Context: an optimization exercise on an open-source flow, tuned for small area and a short achievable clock period. The choices shown serve that exercise and are no tape-out recipe.
At most, simulation tests tie the RTL to the original design; equivalence was not proved.
Power and IR drop assume default switching activity.

Setup of job 101:
Design fifo, start of the top module:
module fifo
#(
parameter DATA_WIDTH = 8,
parameter ADDR_WIDTH = 6
)(
input                          rst_n,
input                          clk,
input                          push,
input                          pop,
input      [DATA_WIDTH -1 : 0] data_in,
output reg [DATA_WIDTH -1 : 0] data_out,
output reg                     empty,
output                         full,
output     [DATA_WIDTH -1 : 0] fifo_counter
);
Size in the first run: about 550 flip-flops.
==> module fifo, before the edit <==
module fifo
#(
parameter DATA_WIDTH = 8,
parameter ADDR_WIDTH = 6
)(
input                          rst_n,
input                          clk,
input                          push,
input                          pop,
input      [DATA_WIDTH -1 : 0] data_in,
output reg [DATA_WIDTH -1 : 0] data_out,
output reg                     empty,
output                         full,
output     [DATA_WIDTH -1 : 0] fifo_counter
);
reg [ADDR_WIDTH : 0]    cnt;
reg [7:0]               sel_lo;		 
reg [7:0]               sel_hi;		 
reg [7:0]               sel_lo_n;	 
reg                     not_full;	 
reg [DATA_WIDTH -1 : 0] buf_mem[63:0];
assign full         = cnt[ADDR_WIDTH];
assign fifo_counter = {1'b0, cnt};
wire [ADDR_WIDTH : 0] cnt_inc = cnt + 1'b1;
wire [ADDR_WIDTH : 0] cnt_dec = cnt - 1'b1;
wire [7:0] lo_inc = {sel_lo[6:0], sel_lo[7]};
wire [7:0] lo_dec = {sel_lo[0], sel_lo[7:1]};
wire [7:0] ln_inc = {sel_lo_n[6:0], sel_lo_n[7]};
wire [7:0] ln_dec = {sel_lo_n[0], sel_lo_n[7:1]};
wire [7:0] hi_inc = sel_lo[7] ? {sel_hi[6:0], sel_hi[7]} : sel_hi;
wire [7:0] hi_dec = sel_lo[0] ? {sel_hi[0], sel_hi[7:1]} : sel_hi;
wire [ADDR_WIDTH : 0] cnt_10 = full  ? cnt : cnt_inc;
wire [ADDR_WIDTH : 0] cnt_01 = empty ? cnt : cnt_dec;
wire [ADDR_WIDTH : 0] cnt_11 = empty ? cnt_inc : (full ? cnt_dec : cnt);
wire [7:0] lo_10 = full  ? sel_lo : lo_inc;
wire [7:0] lo_01 = empty ? sel_lo : lo_dec;
wire [7:0] lo_11 = empty ? lo_inc : (full ? lo_dec : sel_lo);
wire [7:0] ln_10 = full  ? sel_lo_n : ln_inc;
wire [7:0] ln_01 = empty ? sel_lo_n : ln_dec;
wire [7:0] ln_11 = empty ? ln_inc : (full ? ln_dec : sel_lo_n);
wire [7:0] hi_10 = full  ? sel_hi : hi_inc;
wire [7:0] hi_01 = empty ? sel_hi : hi_dec;
wire [7:0] hi_11 = empty ? hi_inc : (full ? hi_dec : sel_hi);
wire one = (cnt == 1);
wire s63 = (cnt == 63);
always @(posedge clk or posedge rst_n)
	if (rst_n) begin
		cnt    <= 0;
		empty  <= 1'b1;
		sel_lo <= 8'd1;
		sel_hi <= 8'd1;
		sel_lo_n <= 8'hfe;
		not_full <= 1'b1;
	end else begin
		cnt    <= push ? (pop ? cnt_11 : cnt_10) : (pop ? cnt_01 : cnt);
		sel_lo <= push ? (pop ? lo_11 : lo_10) : (pop ? lo_01 : sel_lo);
		sel_hi <= push ? (pop ? hi_11 : hi_10) : (pop ? hi_01 : sel_hi);
		sel_lo_n <= push ? (pop ? ln_11 : ln_10) : (pop ? ln_01 : sel_lo_n);
		empty  <= ~push & (empty | (pop & one));
		not_full <= ~((full & ~pop) | (s63 & push & ~pop));
	end
wire do_push = push & not_full;
wire do_pop  = pop & ~empty;
reg [DATA_WIDTH -1 : 0] grp[7:0];
reg [DATA_WIDTH -1 : 0] rd;
integer a, b;
always @* begin
	for (a = 0; a < 8; a = a + 1) begin
		grp[a] = 0;
		for (b = 0; b < 8; b = b + 1)
			grp[a] = grp[a] | ({{(DATA_WIDTH/2){~sel_lo_n[b]}}, {(DATA_WIDTH/2){sel_lo[b]}}} & buf_mem[(8*a + b + 63) % 64]);
	end
	rd = 0;
	for (a = 0; a < 8; a = a + 1)
		rd = rd | ({DATA_WIDTH{sel_hi[a]}} & grp[a]);
end
always @(posedge clk or posedge rst_n)
	if (rst_n)
		data_out <= 0;
	else if (do_pop)
		data_out <= rd;
integer i;
always @(posedge clk)
	if (do_push) begin
		buf_mem[0] <= data_in;
		for (i = 1; i < 64; i = i + 1)
			buf_mem[i] <= buf_mem[i-1];
	end
endmodule
==> flow/config.mk <==
export PLATFORM = sky130hd
export DESIGN_NAME = fifo
export DESIGN_NICKNAME = fifo
export VERILOG_FILES = /design/flow/design.v
export SDC_FILE = /design/flow/constraint.sdc
export NUM_CORES = 4
export LEC_CHECK = 0
export CAP_MARGIN = 20
export CORE_MARGIN = 2
export CORE_UTILIZATION = 65
export CTS_BUF_LIST = sky130_fd_sc_hd__clkbuf_4 sky130_fd_sc_hd__clkbuf_8
export CTS_CLUSTER_DIAMETER = 60
export CTS_CLUSTER_SIZE = 15
export PLACE_DENSITY = 0.75
export SETUP_SLACK_MARGIN = 0.9
export SLEW_MARGIN = 20
==> flow/constraint.sdc <==
create_clock -name core_clock -period 2.8 [get_ports {clk}]
set_input_delay 0.5600 -clock core_clock [delete_from_list [all_inputs] [get_ports {clk}]]
set_output_delay 0.5600 -clock core_clock [all_outputs]
set_load 0.01 [all_outputs]
standard.sh (not shown) runs the stock make flow with config.mk's settings and CLKGATE_MAP_FILE= SYNTH_SCRIPT=/design/flow/synth_recipe.tcl, a recipe that flattens the netlist after the stock synthesis.
==> flow/flow/run.sh <==
#!/bin/bash
# Standard ORFS layout with fast port buffers (buf_4) instead of the
# default choice, and a clock tree without dummy loads.
set -euo pipefail
bash standard.sh "BUFFER_PORTS_ARGS=-buffer_cell sky130_fd_sc_hd__buf_4" \
  "CTS_ARGS=-sink_clustering_enable -repair_clock_nets -sink_clustering_size 15 -sink_clustering_max_diameter 60 -buf_list {sky130_fd_sc_hd__clkbuf_4 sky130_fd_sc_hd__clkbuf_8} -dont_use_dummy_load" \
  finish > standard.log 2>&1
The following lists how job 102 was set up differently from job 101:
==> flow/design.v <==
module fifo
#(
parameter DATA_WIDTH = 8,
parameter ADDR_WIDTH = 6
)(
input                          rst_n,
input                          clk,
input                          push,
input                          pop,
input      [DATA_WIDTH -1 : 0] data_in,
output reg [DATA_WIDTH -1 : 0] data_out,
output reg                     empty,
output                         full,
output     [DATA_WIDTH -1 : 0] fifo_counter
);
reg [ADDR_WIDTH : 0]    cnt;
reg [7:0]               sel_lo;		 
reg [DATA_WIDTH -1 : 0] buf_mem[63:0];
assign full         = cnt[ADDR_WIDTH];
assign fifo_counter = {1'b0, cnt};
wire [ADDR_WIDTH : 0] cnt_inc = cnt + 1'b1;
wire [ADDR_WIDTH : 0] cnt_dec = cnt - 1'b1;
wire [7:0] lo_inc = {sel_lo[6:0], sel_lo[7]};
wire [7:0] lo_dec = {sel_lo[0], sel_lo[7:1]};
wire [ADDR_WIDTH : 0] cnt_10 = full  ? cnt : cnt_inc;
wire [ADDR_WIDTH : 0] cnt_01 = empty ? cnt : cnt_dec;
wire [ADDR_WIDTH : 0] cnt_11 = empty ? cnt_inc : (full ? cnt_dec : cnt);
wire [7:0] lo_10 = full  ? sel_lo : lo_inc;
wire [7:0] lo_01 = empty ? sel_lo : lo_dec;
wire [7:0] lo_11 = empty ? lo_inc : (full ? lo_dec : sel_lo);
wire one = (cnt == 1);
always @(posedge clk or posedge rst_n)
	if (rst_n) begin
		cnt    <= 0;
		empty  <= 1'b1;
		sel_lo <= 8'd1;
	end else begin
		cnt    <= push ? (pop ? cnt_11 : cnt_10) : (pop ? cnt_01 : cnt);
		sel_lo <= push ? (pop ? lo_11 : lo_10) : (pop ? lo_01 : sel_lo);
		empty  <= ~push & (empty | (pop & one));
	end
wire [7:0] sel_hi = 8'd1 << cnt[5:3];
reg [DATA_WIDTH -1 : 0] grp[7:0];
reg [DATA_WIDTH -1 : 0] rd;
integer a, b;
always @* begin
	for (a = 0; a < 8; a = a + 1) begin
		grp[a] = 0;
		for (b = 0; b < 8; b = b + 1)
			grp[a] = grp[a] | ({DATA_WIDTH{sel_lo[b]}} & buf_mem[(8*a + b + 63) % 64]);
	end
	rd = 0;
	for (a = 0; a < 8; a = a + 1)
		rd = rd | ({DATA_WIDTH{sel_hi[a]}} & grp[a]);
end
always @(posedge clk or posedge rst_n)
	if (rst_n)
		data_out <= 0;
	else if (pop & ~empty)
		data_out <= rd;
wire do_push = push & ~full;
integer i;
always @(posedge clk)
	if (do_push) begin
		buf_mem[0] <= data_in;
		for (i = 1; i < 64; i = i + 1)
			buf_mem[i] <= buf_mem[i-1];
	end
endmodule
## What came out
- The critical path required time of job 102 is lower than that of job 101.
- Relative to job 101, routed via count divided by cell count has gone up in job 102.
- Going from job 101 to job 102, core region area went down; largest fanout of any net on the critical path went down; pin slew with the least headroom to its limit went down.
- On final layout net count: job 102 sits below job 101.
- Job 102 ended up with a lower post-detailed-placement cell area than job 101 did.
- Diff job 101 -> job 102 | sequential share of layout area | increase of 1.1 points
- Layout clock buffer count was lower in job 102 than in job 101.
No run of this note included a check of the RTL's function; only the layout flow was run.

* * *

fifo, a different RTL version from the one above (not shown whole).
For scale: roughly 1100 cells after synthesis, roughly 540 flip-flops, about 0.020 mm^2 of cells after synthesis.
==> module fifo, before the edit <==
module fifo
#(
parameter DATA_WIDTH = 8,
parameter ADDR_WIDTH = 6
)(
input                          rst_n,
input                          clk,
input                          push,
input                          pop,
input      [DATA_WIDTH -1 : 0] data_in,
output reg [DATA_WIDTH -1 : 0] data_out,
output reg                     empty,
output                         full,
output     [DATA_WIDTH -1 : 0] fifo_counter
);
reg [ADDR_WIDTH : 0]    cnt;
reg [7:0]               sel_lo;		 
reg [7:0]               sel_hi;		 
reg [DATA_WIDTH -1 : 0] buf_mem[63:0];
assign full         = cnt[ADDR_WIDTH];
assign fifo_counter = {1'b0, cnt};
wire do_push = push & ~cnt[ADDR_WIDTH];
wire do_pop  = pop & ~empty;
wire inc     = do_push & ~do_pop;
wire [7:0] lo_cur = 8'd1 << cnt[2:0];
wire dec     = do_pop & ~do_push;
always @(posedge clk or posedge rst_n)
	if (rst_n) begin
		cnt   <= 0;
		empty <= 1'b1;
		sel_hi <= 8'd1;
	end else begin
		if (inc) begin
			cnt <= cnt + 1'b1;
			if (lo_cur[7]) sel_hi <= {sel_hi[6:0], sel_hi[7]};
		end else if (dec) begin
			cnt <= cnt - 1'b1;
			if (lo_cur[0]) sel_hi <= {sel_hi[0], sel_hi[7:1]};
		end
		empty <= (empty & ~push) | ((cnt == 1) & pop & ~push);
	end
wire [7:0] lo_inc = {lo_cur[6:0], lo_cur[7]};
wire [7:0] lo_dec = {lo_cur[0], lo_cur[7:1]};
wire [7:0] lo_10 = full  ? lo_cur : lo_inc;
wire [7:0] lo_01 = empty ? lo_cur : lo_dec;
wire [7:0] lo_11 = empty ? lo_inc : (full ? lo_dec : lo_cur);
always @(posedge clk) begin
	sel_lo <= push ? (pop ? lo_11 : lo_10) : (pop ? lo_01 : lo_cur);
end
reg [DATA_WIDTH -1 : 0] grp[7:0];
reg [DATA_WIDTH -1 : 0] rd;
integer a, b;
always @* begin
	for (a = 0; a < 8; a = a + 1) begin
		grp[a] = 0;
		for (b = 0; b < 8; b = b + 1)
			grp[a] = grp[a] | ({DATA_WIDTH{sel_lo[b]}} & buf_mem[(8*a + b + 63) % 64]);
	end
	rd = 0;
	for (a = 0; a < 8; a = a + 1)
		rd = rd | ({DATA_WIDTH{sel_hi[a]}} & grp[a]);
end
always @(posedge clk or posedge rst_n)
	if (rst_n)
		data_out <= 0;
	else if (do_pop)
		data_out <= rd;
integer i;
always @(posedge clk)
	if (do_push) begin
		buf_mem[0] <= data_in;
		for (i = 1; i < 64; i = i + 1)
			buf_mem[i] <= buf_mem[i-1];
	end
endmodule
==> flow/config.mk <==
export PLATFORM = sky130hd
export DESIGN_NAME = fifo
export DESIGN_NICKNAME = fifo
export VERILOG_FILES = /design/flow/design.v
export SDC_FILE = /design/flow/constraint.sdc
export NUM_CORES = 4
export LEC_CHECK = 0
export CAP_MARGIN = 20
export CORE_MARGIN = 2
export CORE_UTILIZATION = 65
export CTS_BUF_LIST = sky130_fd_sc_hd__clkbuf_4 sky130_fd_sc_hd__clkbuf_8
export CTS_CLUSTER_DIAMETER = 60
export CTS_CLUSTER_SIZE = 15
export PLACE_DENSITY = 0.75
export SETUP_SLACK_MARGIN = 0.9
export SLEW_MARGIN = 20
==> flow/constraint.sdc <==
create_clock -name core_clock -period 2.8 [get_ports {clk}]
set_input_delay 0.5600 -clock core_clock [delete_from_list [all_inputs] [get_ports {clk}]]
set_output_delay 0.5600 -clock core_clock [all_outputs]
set_load 0.01 [all_outputs]
==> flow/flow/run.sh <==
#!/bin/bash
# Standard ORFS layout with fast port buffers (buf_4) instead of the
# default choice, and a clock tree without dummy loads.
set -euo pipefail
bash standard.sh "BUFFER_PORTS_ARGS=-buffer_cell sky130_fd_sc_hd__buf_4" \
  "CTS_ARGS=-sink_clustering_enable -repair_clock_nets -sink_clustering_size 20 -sink_clustering_max_diameter 50 -buf_list {sky130_fd_sc_hd__clkbuf_4 sky130_fd_sc_hd__clkbuf_8} -dont_use_dummy_load" \
  finish > standard.log 2>&1
Rerun with:
--- a/flow/design.v
+++ b/flow/design.v
@@ -20,35 +20,29 @@
 assign full         = cnt[ADDR_WIDTH];
 assign fifo_counter = {1'b0, cnt};
 wire do_push = push & ~cnt[ADDR_WIDTH];
 wire do_pop  = pop & ~empty;
 wire inc     = do_push & ~do_pop;
-wire [7:0] lo_cur = 8'd1 << cnt[2:0];
 wire dec     = do_pop & ~do_push;
 always @(posedge clk or posedge rst_n)
 	if (rst_n) begin
-		cnt   <= 0;
-		empty <= 1'b1;
+		cnt    <= 0;
+		empty  <= 1'b1;
+		sel_lo <= 8'd1;
 		sel_hi <= 8'd1;
 	end else begin
 		if (inc) begin
-			cnt <= cnt + 1'b1;
-			if (lo_cur[7]) sel_hi <= {sel_hi[6:0], sel_hi[7]};
+			cnt    <= cnt + 1'b1;
+			sel_lo <= {sel_lo[6:0], sel_lo[7]};
+			if (sel_lo[7]) sel_hi <= {sel_hi[6:0], sel_hi[7]};
 		end else if (dec) begin
-			cnt <= cnt - 1'b1;
-			if (lo_cur[0]) sel_hi <= {sel_hi[0], sel_hi[7:1]};
+			cnt    <= cnt - 1'b1;
+			sel_lo <= {sel_lo[0], sel_lo[7:1]};
+			if (sel_lo[0]) sel_hi <= {sel_hi[0], sel_hi[7:1]};
 		end
 		empty <= (empty & ~push) | ((cnt == 1) & pop & ~push);
 	end
-wire [7:0] lo_inc = {lo_cur[6:0], lo_cur[7]};
-wire [7:0] lo_dec = {lo_cur[0], lo_cur[7:1]};
-wire [7:0] lo_10 = full  ? lo_cur : lo_inc;
-wire [7:0] lo_01 = empty ? lo_cur : lo_dec;
-wire [7:0] lo_11 = empty ? lo_inc : (full ? lo_dec : lo_cur);
-always @(posedge clk) begin
-	sel_lo <= push ? (pop ? lo_11 : lo_10) : (pop ? lo_01 : lo_cur);
-end
 reg [DATA_WIDTH -1 : 0] grp[7:0];
 reg [DATA_WIDTH -1 : 0] rd;
 integer a, b;
 always @* begin
 	for (a = 0; a < 8; a = a + 1) begin
What happened: The new run passed the timing, DRC and antenna checks; sequential power stays flat; combinational power drops by well over a third; routed wire length drops by a few percent; sequential cell count does not change; global-route usage climbs by 0.59 points; critical path depth drops by 3; count of clock-buffer cells in the layout drops by 1; worst setup slack is better by 0.032 ns; final cell count drops by a few percent; design area drops slightly.
Only the layout flow was run in the first run of this note; the RTL was not checked for function there.

* * *

## the reference run
fifo with an RTL version that a note above also has.
For scale: about 1100 cells after synthesis, roughly 540 flip-flops, ~30 I/O pins, roughly 0.020 mm^2 of cells after synthesis.
==> module fifo, before the edit <==
module fifo
#(
parameter DATA_WIDTH = 8,
parameter ADDR_WIDTH = 6
)(
input                          rst_n,
input                          clk,
input                          push,
input                          pop,
input      [DATA_WIDTH -1 : 0] data_in,
output reg [DATA_WIDTH -1 : 0] data_out,
output reg                     empty,
output                         full,
output     [DATA_WIDTH -1 : 0] fifo_counter
);
reg [ADDR_WIDTH : 0]    cnt;
reg [7:0]               sel_lo;		 
reg [DATA_WIDTH -1 : 0] buf_mem[63:0];
assign full         = cnt[ADDR_WIDTH];
assign fifo_counter = {1'b0, cnt};
wire [ADDR_WIDTH : 0] cnt_inc = cnt + 1'b1;
wire [ADDR_WIDTH : 0] cnt_dec = cnt - 1'b1;
wire [7:0] lo_inc = {sel_lo[6:0], sel_lo[7]};
wire [7:0] lo_dec = {sel_lo[0], sel_lo[7:1]};
wire [ADDR_WIDTH : 0] cnt_10 = full  ? cnt : cnt_inc;
wire [ADDR_WIDTH : 0] cnt_01 = empty ? cnt : cnt_dec;
wire [ADDR_WIDTH : 0] cnt_11 = empty ? cnt_inc : (full ? cnt_dec : cnt);
wire [7:0] lo_10 = full  ? sel_lo : lo_inc;
wire [7:0] lo_01 = empty ? sel_lo : lo_dec;
wire [7:0] lo_11 = empty ? lo_inc : (full ? lo_dec : sel_lo);
wire one = (cnt == 1);
always @(posedge clk or posedge rst_n)
	if (rst_n) begin
		cnt    <= 0;
		empty  <= 1'b1;
		sel_lo <= 8'd1;
	end else begin
		cnt    <= push ? (pop ? cnt_11 : cnt_10) : (pop ? cnt_01 : cnt);
		sel_lo <= push ? (pop ? lo_11 : lo_10) : (pop ? lo_01 : sel_lo);
		empty  <= ~push & (empty | (pop & one));
	end
wire [7:0] sel_hi = 8'd1 << cnt[5:3];
reg [DATA_WIDTH -1 : 0] grp[7:0];
reg [DATA_WIDTH -1 : 0] rd;
integer a, b;
always @* begin
	for (a = 0; a < 8; a = a + 1) begin
		grp[a] = 0;
		for (b = 0; b < 8; b = b + 1)
			grp[a] = grp[a] | ({DATA_WIDTH{sel_lo[b]}} & buf_mem[(8*a + b + 63) % 64]);
	end
	rd = 0;
	for (a = 0; a < 8; a = a + 1)
		rd = rd | ({DATA_WIDTH{sel_hi[a]}} & grp[a]);
end
always @(posedge clk or posedge rst_n)
	if (rst_n)
		data_out <= 0;
	else if (pop & ~empty)
		data_out <= rd;
wire do_push = push & ~full;
integer i;
always @(posedge clk)
	if (do_push) begin
		buf_mem[0] <= data_in;
		for (i = 1; i < 64; i = i + 1)
			buf_mem[i] <= buf_mem[i-1];
	end
endmodule
make LEC_CHECK=0 CAP_MARGIN=20 CORE_MARGIN=2 CORE_UTILIZATION=65 CTS_BUF_LIST='sky130_fd_sc_hd__clkbuf_4 sky130_fd_sc_hd__clkbuf_8' CTS_CLUSTER_DIAMETER=60 CTS_CLUSTER_SIZE=15 PLACE_DENSITY=0.75 SETUP_SLACK_MARGIN=0.9 SLEW_MARGIN=20 finish   # period 2.8 ns
run.sh (not shown) runs the stock make flow with config.mk's settings and CLKGATE_MAP_FILE= SYNTH_SCRIPT=/design/flow/synth_recipe.tcl, a recipe that flattens the netlist after the stock synthesis.
Stock flow here: none of the scripts above is used.
--- input diff the reference run..the trial run ---
==> flow/design.v <==
module fifo
#(
parameter DATA_WIDTH = 8,
parameter ADDR_WIDTH = 6
)(
input                          rst_n,
input                          clk,
input                          push,
input                          pop,
input      [DATA_WIDTH -1 : 0] data_in,
output reg [DATA_WIDTH -1 : 0] data_out,
output reg                     empty,
output                         full,
output     [DATA_WIDTH -1 : 0] fifo_counter
);
reg [ADDR_WIDTH : 0]    cnt;
reg [7:0]               sel_lo;		 
reg [7:0]               sel_hi;		 
reg [DATA_WIDTH -1 : 0] buf_mem[63:0];
assign full         = cnt[ADDR_WIDTH];
assign fifo_counter = {1'b0, cnt};
wire do_push = push & ~cnt[ADDR_WIDTH];
wire do_pop  = pop & ~empty;
wire inc     = do_push & ~do_pop;
wire dec     = do_pop & ~do_push;
always @(posedge clk or posedge rst_n)
	if (rst_n) begin
		cnt    <= 0;
		empty  <= 1'b1;
		sel_lo <= 8'd1;
		sel_hi <= 8'd1;
	end else begin
		if (inc) begin
			cnt    <= cnt + 1'b1;
			sel_lo <= {sel_lo[6:0], sel_lo[7]};
			if (sel_lo[7]) sel_hi <= {sel_hi[6:0], sel_hi[7]};
		end else if (dec) begin
			cnt    <= cnt - 1'b1;
			sel_lo <= {sel_lo[0], sel_lo[7:1]};
			if (sel_lo[0]) sel_hi <= {sel_hi[0], sel_hi[7:1]};
		end
		empty <= (empty & ~push) | ((cnt == 1) & pop & ~push);
	end
reg [DATA_WIDTH -1 : 0] grp[7:0];
reg [DATA_WIDTH -1 : 0] rd;
integer a, b;
always @* begin
	for (a = 0; a < 8; a = a + 1) begin
		grp[a] = 0;
		for (b = 0; b < 8; b = b + 1)
			grp[a] = grp[a] | ({DATA_WIDTH{sel_lo[b]}} & buf_mem[(8*a + b + 63) % 64]);
	end
	rd = 0;
	for (a = 0; a < 8; a = a + 1)
		rd = rd | ({DATA_WIDTH{sel_hi[a]}} & grp[a]);
end
always @(posedge clk or posedge rst_n)
	if (rst_n)
		data_out <= 0;
	else if (do_pop)
		data_out <= rd;
integer i;
always @(posedge clk)
	if (do_push) begin
		buf_mem[0] <= data_in;
		for (i = 1; i < 64; i = i + 1)
			buf_mem[i] <= buf_mem[i-1];
	end
endmodule
==> notes.md <==
Compared the trial run vs the reference run, and number of inverters outside the clock class in the layout is up in the trial run.
The trial run vs. the reference run: routed length per instance dropped 1.2 um, combinational share of power has decreased, critical path depth has decreased.
Final core utilization: higher on the reference run
On clock-pin slew reported for the worst setup and hold paths after clock tree synthesis, the trial run and the reference run are basically level.
[the trial run] layout overhead on the synthesized area fell 2.3 points relative to the reference run
No functional check of the RTL was part of the reference run.

## afterwards: timing with drivers on the ports
The results above use ideal ports. As a check the final layouts listed here were re-extracted and re-timed, cells and wires unchanged.
Step 1 sets driving cells, clkbuf_16 on the clock port and buf_2 on the other inputs (assumed; they add their load-dependent delay and slew).
Step 2 adds t to the input delays and takes it off the output delays; t is the mean of the earliest and latest rising clock arrival at the registers after step 1. Input paths then give back, and output paths get back, about the clock's delay inside the block.
a / b / c = ideal ports / drivers / drivers and shift; a / b = the first two.
| run | t (ns) | slack for setup (ns) | worst hold slack (ns) | clock arrival spread, ns | slew at the worst register clock pin (ns) |
|---|---|---|---|---|---|
| job 101 | 0.612 | 0.854 / 0.854 / 0.836 | 0.026 / -0.001 / 0.401 | 0.062 / 0.062 | 0.10 / 0.10 |
| job 102 | 0.626 | 0.850 / 0.800 / 0.815 | 0.143 / 0.119 / 0.449 | 0.047 / 0.046 | 0.11 / 0.11 |
| the first run of note 2 | 0.615 | 0.889 / 0.889 / 0.541 | 0.082 / 0.056 / 0.417 | 0.064 / 0.065 | 0.12 / 0.12 |
| the second run of note 2 | 0.606 | 0.921 / 0.921 / 0.712 | 0.098 / 0.073 / 0.402 | 0.050 / 0.050 | 0.12 / 0.12 |
| the reference run | 0.637 | 0.758 / 0.758 / 0.403 | 0.345 / 0.317 / 0.435 | 0.039 / 0.038 | 0.11 / 0.11 |
| the trial run | 0.625 | 0.885 / 0.885 / 0.388 | 0.414 / 0.393 / 0.446 | 0.033 / 0.033 | 0.10 / 0.10 |
After both steps setup and hold are still met in every run listed. For the trial run, which loses most, drivers alone change the setup slack by 0.000 ns; drivers and shift together by -0.497 ns.
